This design comes from an exercise in tuning for small area, a short achievable clock period and few clock cycles on the open sky130 flow, not from production work. The RTL was checked by simulation tests, not by an equivalence proof against the original design. Power figures rest on the tool's default switching activity, not on a simulated workload.

== the baseline ==
==> module ALU, before the edit <==
module ALU(g, t, ci, gsel, wc, cmp, creg, freg, res, out, f);
    input [15:0] g, t, creg;
    input ci, gsel, wc, cmp;
    input [2:0] freg;
    output [15:0] res, out;
    output [2:0] f;
    wire [15:0] c;
    carries cy(.g(g), .t(t), .ci(ci), .c(c));
    wire [15:0] x = t & ~g;
    wire [15:0] r0 = gsel ? g : x;
    wire [15:0] r1 = gsel ? g : ~x;
    csel16 sres(.c(c), .d0(r0), .d1(r1), .y(res));
    wire [15:0] o0 = wc ? r0 : creg;
    wire [15:0] o1 = wc ? r1 : creg;
    csel16 sout(.c(c), .d0(o0), .d1(o1), .y(out));
    wire z = cmp ? &x : freg[2];
    wire n0 = cmp ? x[15] : freg[1];
    wire n1 = cmp ? ~x[15] : freg[1];
    wire v00 = cmp ? (x[15] ^ x[7]) : freg[0];
    wire v11 = cmp ? ~(x[15] ^ x[7]) : freg[0];
    wire v0 = c[7] ? v11 : v00;    
    wire v1 = c[7] ? v00 : v11;    
    assign f = {z, c[15] ? n1 : n0, c[15] ? v1 : v0};
endmodule
==> module instruction_decoder, before the edit <==
module instruction_decoder(ins, start, wr, wc, cmp, gsel, ci, aen, movi, inv, rd, rn, rm, sh);
    input [15:0] ins;
    input start;
    output wr, wc, cmp, gsel, ci, aen, movi, inv;
    output [2:0] rd, rn, rm;
    output [1:0] sh;
    wire [2:0] opcode = ins[15:13];
    wire [1:0] op = ins[12:11];
    wire alu  = (opcode == 3'b101);
    wire mov  = (opcode == 3'b110);
    wire movr = mov && (op == 2'b00);
    wire iscmp = alu && (op == 2'b01);
    assign movi = mov && (op == 2'b10);
    assign wr  = start & (movi | movr | (alu & ~iscmp));
    assign wc  = start & (movr | (alu & ~iscmp));
    assign cmp = start & iscmp;
    assign gsel = movi | (alu && (op == 2'b10));    
    assign ci  = iscmp;
    assign aen = alu && (op != 2'b11);    
    assign inv = alu && op[0];            
    assign rn = ins[10:8];
    assign rd = movi ? ins[10:8] : ins[7:5];
    assign rm = ins[2:0];
    assign sh = ins[4:3];
endmodule
==> module cpu, before the edit <==
module cpu(clk, reset, s, load, in, out, N, V, Z, w);
    input clk, reset, s, load;
    input [15:0] in;
    output [15:0] out;
    output N, V, Z, w;
    reg w, rep;
    reg [15:0] ir;
    wire w_nx, rep_nx, start;
    FSM_controller ctl(.reset(reset), .s(s), .load(load), .rep(rep),
                       .w_nx(w_nx), .rep_nx(rep_nx), .start(start));
    always @(posedge clk) begin
        w <= w_nx;
        rep <= rep_nx;
        if (load) ir <= in;
    end
    wire [15:0] ins = rep ? ir : in;
    wire wr1, wc1, cmp1, gsel1, ci1, aen, movi, inv;
    wire [2:0] rd1, rn, rm;
    wire [1:0] sh;
    instruction_decoder dec(.ins(ins), .start(start), .wr(wr1), .wc(wc1), .cmp(cmp1),
                            .gsel(gsel1), .ci(ci1), .aen(aen), .movi(movi), .inv(inv),
                            .rd(rd1), .rn(rn), .rm(rm), .sh(sh));
    reg [15:0] r0, r1, r2, r3, r4, r5, r6, r7;
    wire [15:0] n0, n1, n2, n3, n4, n5, n6, n7;
    reg wr2;
    reg [2:0] rd2;
    wire [15:0] res;
    regfile rf(.we(wr2), .wa(rd2), .wd(res),
               .r0(r0), .r1(r1), .r2(r2), .r3(r3), .r4(r4), .r5(r5), .r6(r6), .r7(r7),
               .n0(n0), .n1(n1), .n2(n2), .n3(n3), .n4(n4), .n5(n5), .n6(n6), .n7(n7));
    always @(posedge clk) begin
        r0 <= n0; r1 <= n1; r2 <= n2; r3 <= n3;
        r4 <= n4; r5 <= n5; r6 <= n6; r7 <= n7;
    end
    wire [15:0] a, braw, b;
    readport pa(.sel(rn), .d0(n0), .d1(n1), .d2(n2), .d3(n3), .d4(n4), .d5(n5), .d6(n6), .d7(n7), .q(a));
    readport pb(.sel(rm), .d0(n0), .d1(n1), .d2(n2), .d3(n3), .d4(n4), .d5(n5), .d6(n6), .d7(n7), .q(braw));
    shifter shf(.in(braw), .shift(sh), .sout(b));
    wire [15:0] g1, t1;
    datapath dp(.a(a), .b(b), .imm(ins[7:0]), .aen(aen), .movi(movi), .inv(inv),
                .g(g1), .t(t1));
    reg [15:0] g2, t2, creg;
    reg ci2, wc2, cmp2, gsel2;
    reg [2:0] freg;
    wire [15:0] out_nx;
    wire [2:0] f_nx;
    always @(posedge clk) begin
        g2 <= g1;
        t2 <= t1;
        ci2 <= ci1;
        wr2 <= wr1;
        wc2 <= wc1;
        cmp2 <= cmp1;
        gsel2 <= gsel1;
        rd2 <= rd1;
        creg <= out_nx;
        freg <= f_nx;
    end
    ALU alu(.g(g2), .t(t2), .ci(ci2), .gsel(gsel2), .wc(wc2), .cmp(cmp2), .creg(creg), .freg(freg),
            .res(res), .out(out_nx), .f(f_nx));
    assign out = out_nx;
    assign {Z, N, V} = f_nx;
endmodule
clock: 5.5 ns
lec_check: 0
cap_margin: 20
core_margin: 2
core_utilization: 40
cts_cluster_diameter: 120
cts_cluster_size: 25
setup_slack_margin: 2.0
slew_margin: 20
synth_hierarchical: 1
synth_minimum_keep_size: 0
standard.sh (not shown) runs the stock make flow with config.mk's settings and CLKGATE_MAP_FILE= SYNTH_SCRIPT=/design/flow/synth_recipe.tcl, a recipe that flattens the netlist after the stock synthesis.
==> flow/flow/run.sh <==
#!/bin/bash
# Standard synthesis, then the standard layout with port buffers of a
# stronger cell and sizing not held to each cell's footprint.
set -euo pipefail
bash standard.sh synth > synth.log 2>&1
bash standard.sh MATCH_CELL_FOOTPRINT=0 'BUFFER_PORTS_ARGS=-buffer_cell sky130_fd_sc_hd__buf_4' finish > layout.log 2>&1
Testbench counts of the baseline, summed over its fixed seeds: cycles 6,000.
Edits applied to the flow inputs when going from the baseline to the candidate:
diff --git a/flow/design.v b/flow/design.v
--- a/flow/design.v
+++ b/flow/design.v
@@ -24,15 +24,23 @@
     wire n0 = cmp ? x[15] : freg[1];
     wire n1 = cmp ? ~x[15] : freg[1];
     wire v00 = cmp ? (x[15] ^ x[7]) : freg[0];
     wire v11 = cmp ? ~(x[15] ^ x[7]) : freg[0];
-    wire v0 = c[7] ? v11 : v00;    
-    wire v1 = c[7] ? v00 : v11;    
-    assign f = {z, c[15] ? n1 : n0, c[15] ? v1 : v0};
+    wire v0, v1, n, v;
+    csel1 s0(.c(c[7]), .d0(v00), .d1(v11), .y(v0));    
+    csel1 s1(.c(c[7]), .d0(v11), .d1(v00), .y(v1));    
+    csel1 sn(.c(c[15]), .d0(n0), .d1(n1), .y(n));
+    csel1 sv(.c(c[15]), .d0(v0), .d1(v1), .y(v));
+    assign f = {z, n, v};
 endmodule
 module csel16(c, d0, d1, y);
     input [15:0] c, d0, d1;
     output [15:0] y;
+    assign y = (c & d1) | (~c & d0);
+endmodule
+module csel1(c, d0, d1, y);
+    input c, d0, d1;
+    output y;
     assign y = (c & d1) | (~c & d0);
 endmodule
 module pfx_n(gh, th, gl, tl, ng, nt);
     input gh, th, gl, tl;
@@ -136,14 +144,13 @@
             default: q = d7;
         endcase
     end
 endmodule
-module instruction_decoder(ins, start, wr, wc, cmp, gsel, ci, aen, movi, inv, rd, rn, rm, sh);
+module instruction_decoder(ins, start, wr, wc, cmp, gsel, ci, aen, movi, inv, rd);
     input [15:0] ins;
     input start;
     output wr, wc, cmp, gsel, ci, aen, movi, inv;
-    output [2:0] rd, rn, rm;
-    output [1:0] sh;
+    output [2:0] rd;
     wire [2:0] opcode = ins[15:13];
     wire [1:0] op = ins[12:11];
     wire alu  = (opcode == 3'b101);
     wire mov  = (opcode == 3'b110);
@@ -156,12 +163,16 @@
     assign gsel = movi | (alu && (op == 2'b10));    
     assign ci  = iscmp;
     assign aen = alu && (op != 2'b11);    
     assign inv = alu && op[0];            
-    assign rn = ins[10:8];
     assign rd = movi ? ins[10:8] : ins[7:5];
-    assign rm = ins[2:0];
-    assign sh = ins[4:3];
+endmodule
+module insmux(rep, in, ir, q);
+    parameter n = 16;
+    input rep;
+    input [n-1:0] in, ir;
+    output [n-1:0] q;
+    assign q = rep ? ir : in;
 endmodule
 module datapath(a, b, imm, aen, movi, inv, g, t);
     input [15:0] a, b;
     input [7:0] imm;
@@ -187,15 +198,20 @@
         w <= w_nx;
         rep <= rep_nx;
         if (load) ir <= in;
     end
-    wire [15:0] ins = rep ? ir : in;
+    wire [15:0] ins;
+    wire [2:0] rn, rm;
+    wire [1:0] sh;
+    insmux #(16) mi(.rep(rep), .in(in), .ir(ir), .q(ins));
+    insmux #(3) mn(.rep(rep), .in(in[10:8]), .ir(ir[10:8]), .q(rn));
+    insmux #(3) mm(.rep(rep), .in(in[2:0]), .ir(ir[2:0]), .q(rm));
+    insmux #(2) ms(.rep(rep), .in(in[4:3]), .ir(ir[4:3]), .q(sh));
     wire wr1, wc1, cmp1, gsel1, ci1, aen, movi, inv;
-    wire [2:0] rd1, rn, rm;
-    wire [1:0] sh;
+    wire [2:0] rd1;
     instruction_decoder dec(.ins(ins), .start(start), .wr(wr1), .wc(wc1), .cmp(cmp1),
                             .gsel(gsel1), .ci(ci1), .aen(aen), .movi(movi), .inv(inv),
-                            .rd(rd1), .rn(rn), .rm(rm), .sh(sh));
+                            .rd(rd1));
     reg [15:0] r0, r1, r2, r3, r4, r5, r6, r7;
     wire [15:0] n0, n1, n2, n3, n4, n5, n6, n7;
     reg wr2;
     reg [2:0] rd2;
--- outcome ---
- Relative to the baseline, the candidate degrades via count.
- STATUS achievable frequency: the candidate wins against the baseline
- The worst setup path startpoint comes out gsel2 in one run and t2[9] in the other, namely in the candidate and the baseline respectively.
- The candidate against the baseline: largest fanout on the critical path went up 21; layout buffer count excluding clock buffers picked up an extra about 16%; worst hold slack dropped 16 ps.
- Wire length | the candidate above the baseline
- Re net switching component of the power: the candidate and the baseline aren't equal, and the lower value belongs to the baseline.
- Against the baseline, the candidate comes in 73 ps higher on worst path setup slack after routing.
- The candidate: full die area 1.4% above the baseline
- The baseline was smaller in final cell area than the candidate.
- Against the baseline, the candidate reports a clock skew that is lower.
Testbench counts of the candidate, summed over its fixed seeds: cycles 6,000.

separate check: timing with driven ports:
The results above use ideal ports. As a check the final layouts listed here were re-extracted and re-timed, cells and wires unchanged.
Step 1 sets driving cells, clkbuf_16 on the clock port and buf_2 on the other inputs (assumed; they add their load-dependent delay and slew).
Step 2 times the ports against the registers' clock, not the clock port: input delays grow and output delays shrink by t, the midpoint of the rising clock arrivals with the driver on.
a / b / c = no drivers / after step 1 / after step 2; a / b = the first two.
run	shift t [ns]	slack for setup (ns)	latest minus earliest clock arrival (ns)	pins driven straight from the clock port
the baseline	0.512	2.045 / 2.001 / 1.786	0.045 / 0.045	1
the candidate	0.521	2.118 / 2.069 / 1.677	0.028 / 0.028	1
After both steps every run listed still meets setup and hold. The setup slack of the candidate, which loses most, moves by -0.049 ns with the drivers and by -0.441 ns with both steps.
